This design comes from an exercise in tuning for small area and a short achievable clock period on the open sky130 flow, not from production work. Only simulation tests tie the RTL to the original design; equivalence was not proved.

==> build 61: inputs <==
==> flow/design.v (excerpt) <==
module sh4a_mac(
    input clk,
    input [31:0] mul_src1,
    input [31:0] mul_src2,
    input [63:0] add_src1,
    input [63:0] add_src2,
    output [63:0] result
);
export LEC_CHECK = 0
export CAP_MARGIN = 20
export CORE_MARGIN = 2
export CORE_UTILIZATION = 40
export SLEW_MARGIN = 20
create_clock -name core_clock -period 9.5 [get_ports {clk}]
standard.sh (not shown) runs the stock make flow with config.mk's settings and CLKGATE_MAP_FILE= SYNTH_SCRIPT=/design/flow/synth_recipe.tcl, a recipe that flattens the netlist after the stock synthesis.
==> flow/flow/run.sh <==
#!/bin/bash
# The standard ORFS layout (the standard.sh) with three settings changed:
#  - SYNTH_ARGS=-noabc: skip the ABC pass inside Yosys's generic synth script, so
#    the full-adder extraction that follows sees the carry-save tree with clean
#    polarities (otherwise it adds hundreds of inverters around the adder cells);
#    the registers and the final technology mapping are unchanged.
#  - SETUP_SLACK_MARGIN=5: repair timing against a tighter target.
#  - port buffers are plain buf_1 cells (every port still gets its own buffer).
set -euo pipefail
bash standard.sh SYNTH_ARGS=-noabc SETUP_SLACK_MARGIN=5 \
  "BUFFER_PORTS_ARGS=-buffer_cell sky130_fd_sc_hd__buf_1" finish > standard.log 2>&1
==> trial 2 (differences from build 61) <==
--- a/flow/design.v
+++ b/flow/design.v
@@ -2417,21 +2417,21 @@
 wire w1862 = r0_c61_0 ^ r0_c61_1 ^ r0_c61_2;
 wire w1863 = (r0_c61_0 & r0_c61_1) | (r0_c61_0 & r0_c61_2) | (r0_c61_1 & r0_c61_2);
 wire w1864 = r0_c62_0 ^ r0_c62_1;
 wire w1865 = r0_c62_0 & r0_c62_1;
 wire [63:0] t_s = {r0_c63_0, w1864, w1861, w1860, w1857, w1856, w1849, w1848, w1841, w1840, w1833, w1832, w1825, w1824, w1813, w1812, w1801, w1800, w1787, w1786, w1771, w1770, w1755, w1754, w1735, w1734, w1715, w1714, w1695, w1685, w1675, w1672, w1657, w1649, w1641, w1633, w1625, w1617, w1609, w1603, w1597, w1591, w1588, w1579, w1575, w1571, w1567, w1563, w1560, w1557, w1555, w1553, w1551, w1549, w1547, w1545, r0_c7_3, r0_c6_0, r0_c5_0, r0_c4_0, r0_c3_0, r0_c2_0, r0_c1_0, r0_c0_0};
 wire [63:0] t_c = {w1865, w1863, w1862, w1859, w1858, w1853, w1852, w1845, w1844, w1837, w1836, w1829, w1828, w1819, w1818, w1807, w1806, w1793, w1792, w1779, w1778, w1763, w1762, w1745, w1744, w1725, w1724, w1705, w1704, w1694, w1684, w1674, w1664, w1656, w1648, w1640, w1632, w1624, w1616, w1608, w1602, w1596, w1590, w1584, w1578, w1574, w1570, w1566, w1562, w1558, w1556, w1554, w1552, w1550, w1548, w1546, w1544, r0_c6_1, r0_c5_1, r0_c4_1, r0_c3_1, r0_c2_1, r0_c1_1, r0_c0_1};
-wire [48:0] lo_sum = {1'b0, t_s[47:0]} + {1'b0, t_c[47:0]};
-wire [15:0] hi_sum0 = t_s[63:48] + t_c[63:48];
-wire [16:0] hi_sum1_w = {t_s[63:48], 1'b1} + {t_c[63:48], 1'b1};
-reg [47:0] res_lo;
+wire [56:0] lo_sum = {1'b0, t_s[55:0]} + {1'b0, t_c[55:0]};
+wire [7:0] hi_sum0 = t_s[63:56] + t_c[63:56];
+wire [8:0] hi_sum1_w = {t_s[63:56], 1'b1} + {t_c[63:56], 1'b1};
+reg [55:0] res_lo;
 reg res_cin;
-reg [15:0] res_hi0;
-reg [15:0] res_hi1;
+reg [7:0] res_hi0;
+reg [7:0] res_hi1;
 always @(posedge clk) begin
-    res_lo <= lo_sum[47:0];
-    res_cin <= lo_sum[48];
+    res_lo <= lo_sum[55:0];
+    res_cin <= lo_sum[56];
     res_hi0 <= hi_sum0;
-    res_hi1 <= hi_sum1_w[16:1];
+    res_hi1 <= hi_sum1_w[8:1];
 end
 assign result = {res_cin ? res_hi1 : res_hi0, res_lo};
 endmodule
==> flow/flow/run.sh (replaced) <==
#!/bin/bash
# The standard ORFS layout (the standard.sh) with these settings changed:
#  - SYNTH_ARGS=-noabc: skip the ABC pass inside Yosys's generic synth script, so
#    the full-adder extraction that follows sees the carry-save tree with clean
#    polarities (otherwise it adds hundreds of inverters around the adder cells);
#    the registers and the final technology mapping are unchanged.
#  - SETUP_SLACK_MARGIN=5: repair timing against a tighter target.
#  - port buffers are plain buf_1 cells (every port still gets its own buffer).
#  - a denser floorplan (CORE_UTILIZATION 65, PLACE_DENSITY 0.76).
set -euo pipefail
bash standard.sh SYNTH_ARGS=-noabc SETUP_SLACK_MARGIN=5 \
  "BUFFER_PORTS_ARGS=-buffer_cell sky130_fd_sc_hd__buf_1" \
  CORE_UTILIZATION=65 PLACE_DENSITY=0.76 finish > standard.log 2>&1
==> build 98 (differences from build 61) <==
--- a/flow/design.v
+++ b/flow/design.v
@@ -2417,21 +2417,21 @@
 wire w1862 = r0_c61_0 ^ r0_c61_1 ^ r0_c61_2;
 wire w1863 = (r0_c61_0 & r0_c61_1) | (r0_c61_0 & r0_c61_2) | (r0_c61_1 & r0_c61_2);
 wire w1864 = r0_c62_0 ^ r0_c62_1;
 wire w1865 = r0_c62_0 & r0_c62_1;
 wire [63:0] t_s = {r0_c63_0, w1864, w1861, w1860, w1857, w1856, w1849, w1848, w1841, w1840, w1833, w1832, w1825, w1824, w1813, w1812, w1801, w1800, w1787, w1786, w1771, w1770, w1755, w1754, w1735, w1734, w1715, w1714, w1695, w1685, w1675, w1672, w1657, w1649, w1641, w1633, w1625, w1617, w1609, w1603, w1597, w1591, w1588, w1579, w1575, w1571, w1567, w1563, w1560, w1557, w1555, w1553, w1551, w1549, w1547, w1545, r0_c7_3, r0_c6_0, r0_c5_0, r0_c4_0, r0_c3_0, r0_c2_0, r0_c1_0, r0_c0_0};
 wire [63:0] t_c = {w1865, w1863, w1862, w1859, w1858, w1853, w1852, w1845, w1844, w1837, w1836, w1829, w1828, w1819, w1818, w1807, w1806, w1793, w1792, w1779, w1778, w1763, w1762, w1745, w1744, w1725, w1724, w1705, w1704, w1694, w1684, w1674, w1664, w1656, w1648, w1640, w1632, w1624, w1616, w1608, w1602, w1596, w1590, w1584, w1578, w1574, w1570, w1566, w1562, w1558, w1556, w1554, w1552, w1550, w1548, w1546, w1544, r0_c6_1, r0_c5_1, r0_c4_1, r0_c3_1, r0_c2_1, r0_c1_1, r0_c0_1};
-wire [48:0] lo_sum = {1'b0, t_s[47:0]} + {1'b0, t_c[47:0]};
-wire [15:0] hi_sum0 = t_s[63:48] + t_c[63:48];
-wire [16:0] hi_sum1_w = {t_s[63:48], 1'b1} + {t_c[63:48], 1'b1};
-reg [47:0] res_lo;
+wire [56:0] lo_sum = {1'b0, t_s[55:0]} + {1'b0, t_c[55:0]};
+wire [7:0] hi_sum0 = t_s[63:56] + t_c[63:56];
+wire [8:0] hi_sum1_w = {t_s[63:56], 1'b1} + {t_c[63:56], 1'b1};
+reg [55:0] res_lo;
 reg res_cin;
-reg [15:0] res_hi0;
-reg [15:0] res_hi1;
+reg [7:0] res_hi0;
+reg [7:0] res_hi1;
 always @(posedge clk) begin
-    res_lo <= lo_sum[47:0];
-    res_cin <= lo_sum[48];
+    res_lo <= lo_sum[55:0];
+    res_cin <= lo_sum[56];
     res_hi0 <= hi_sum0;
-    res_hi1 <= hi_sum1_w[16:1];
+    res_hi1 <= hi_sum1_w[8:1];
 end
 assign result = {res_cin ? res_hi1 : res_hi0, res_lo};
 endmodule
==> flow/flow/run.sh (replaced) <==
#!/bin/bash
# The standard ORFS layout (the standard.sh) with these settings changed:
#  - SYNTH_ARGS=-noabc: skip the ABC pass inside Yosys's generic synth script, so
#    the full-adder extraction that follows sees the carry-save tree with clean
#    polarities (otherwise it adds hundreds of inverters around the adder cells);
#    the registers and the final technology mapping are unchanged.
#  - SETUP_SLACK_MARGIN=4.9: repair timing against a tighter target.
#  - port buffers are plain buf_1 cells (every port still gets its own buffer).
#  - a denser floorplan (CORE_UTILIZATION 65, PLACE_DENSITY 0.76).
set -euo pipefail
bash standard.sh SYNTH_ARGS=-noabc SETUP_SLACK_MARGIN=4.9 \
  "BUFFER_PORTS_ARGS=-buffer_cell sky130_fd_sc_hd__buf_1" \
  CORE_UTILIZATION=65 PLACE_DENSITY=0.76 finish > standard.log 2>&1
==> summary of the runs <==
Hold slack, lowest first: build 61, trial 2, build 98.
In die area, build 98 and trial 2 do not differ.
Wire length, highest first: build 61, trial 2, build 98.
Of trial 2 and build 61, trial 2 has the higher critical path depth (gap 1).
The highest non-clock buffer count belongs to trial 2, the lowest to build 98.
Against build 61, the maximum frequency of build 98 is lower by 3.6%.
==> figures <==
	build 98	build 61	trial 2
Post-route design area	37,670 um^2	39,980 um^2	39,230 um^2
Overall fraction of global-route tracks in use	0.4429	0.2850	0.4445
Arrival time reported for the critical path endpoint	5.09 ns	4.93 ns	5.07 ns
Filler cells	3,694	7,928	3,379
WL final	123.2 mm	131.3 mm	127.2 mm
Outcome	finished clean	finished clean	finished clean
Final non-filler cell total	3,919	4,471	3,948
Largest stage delay on the critical path	0.54 ns	0.56 ns	0.54 ns
Number of flip-flops and latches	345	353	345
Crit path setup slack, layout	4.853 ns	5.020 ns	4.914 ns
Flip-flop count of the largest register, all copies and words added	56	48	56
Num rows	83	107	83
Max Clock Freq	0.2152 GHz	0.2232 GHz	0.2181 GHz

-- afterwards: timing with drivers on the ports --
No port has a modelled driver above. Below, the same layouts with a new extraction and two added sets of constraints. Step 1 assumes that a clkbuf_16 drives the clock port and a buf_2 every other input. Step 2 moves the port delays by t, midway between the first and last clock arrival at a register: inputs arrive t later, outputs are due t later. That takes back most of the time a late clock gives input paths. a / b / c = ideal ports / drivers / drivers and shift; a / b = the first two.
run | t, ns | slack for setup (ns) | worst setup path after step 2 | cell pins on the clock port's net
build 61 | 0.653 | 5.020 / 5.060 / 4.407 | input to register | 1
trial 2 | 0.673 | 4.914 / 4.933 / 4.260 | input to register | 1
build 98 | 0.648 | 4.853 / 4.889 / 4.241 | input to register | 1
After both steps setup and hold are still met in every run listed. For trial 2, which loses most, drivers alone change the setup slack by +0.019 ns; drivers and shift together by -0.654 ns.
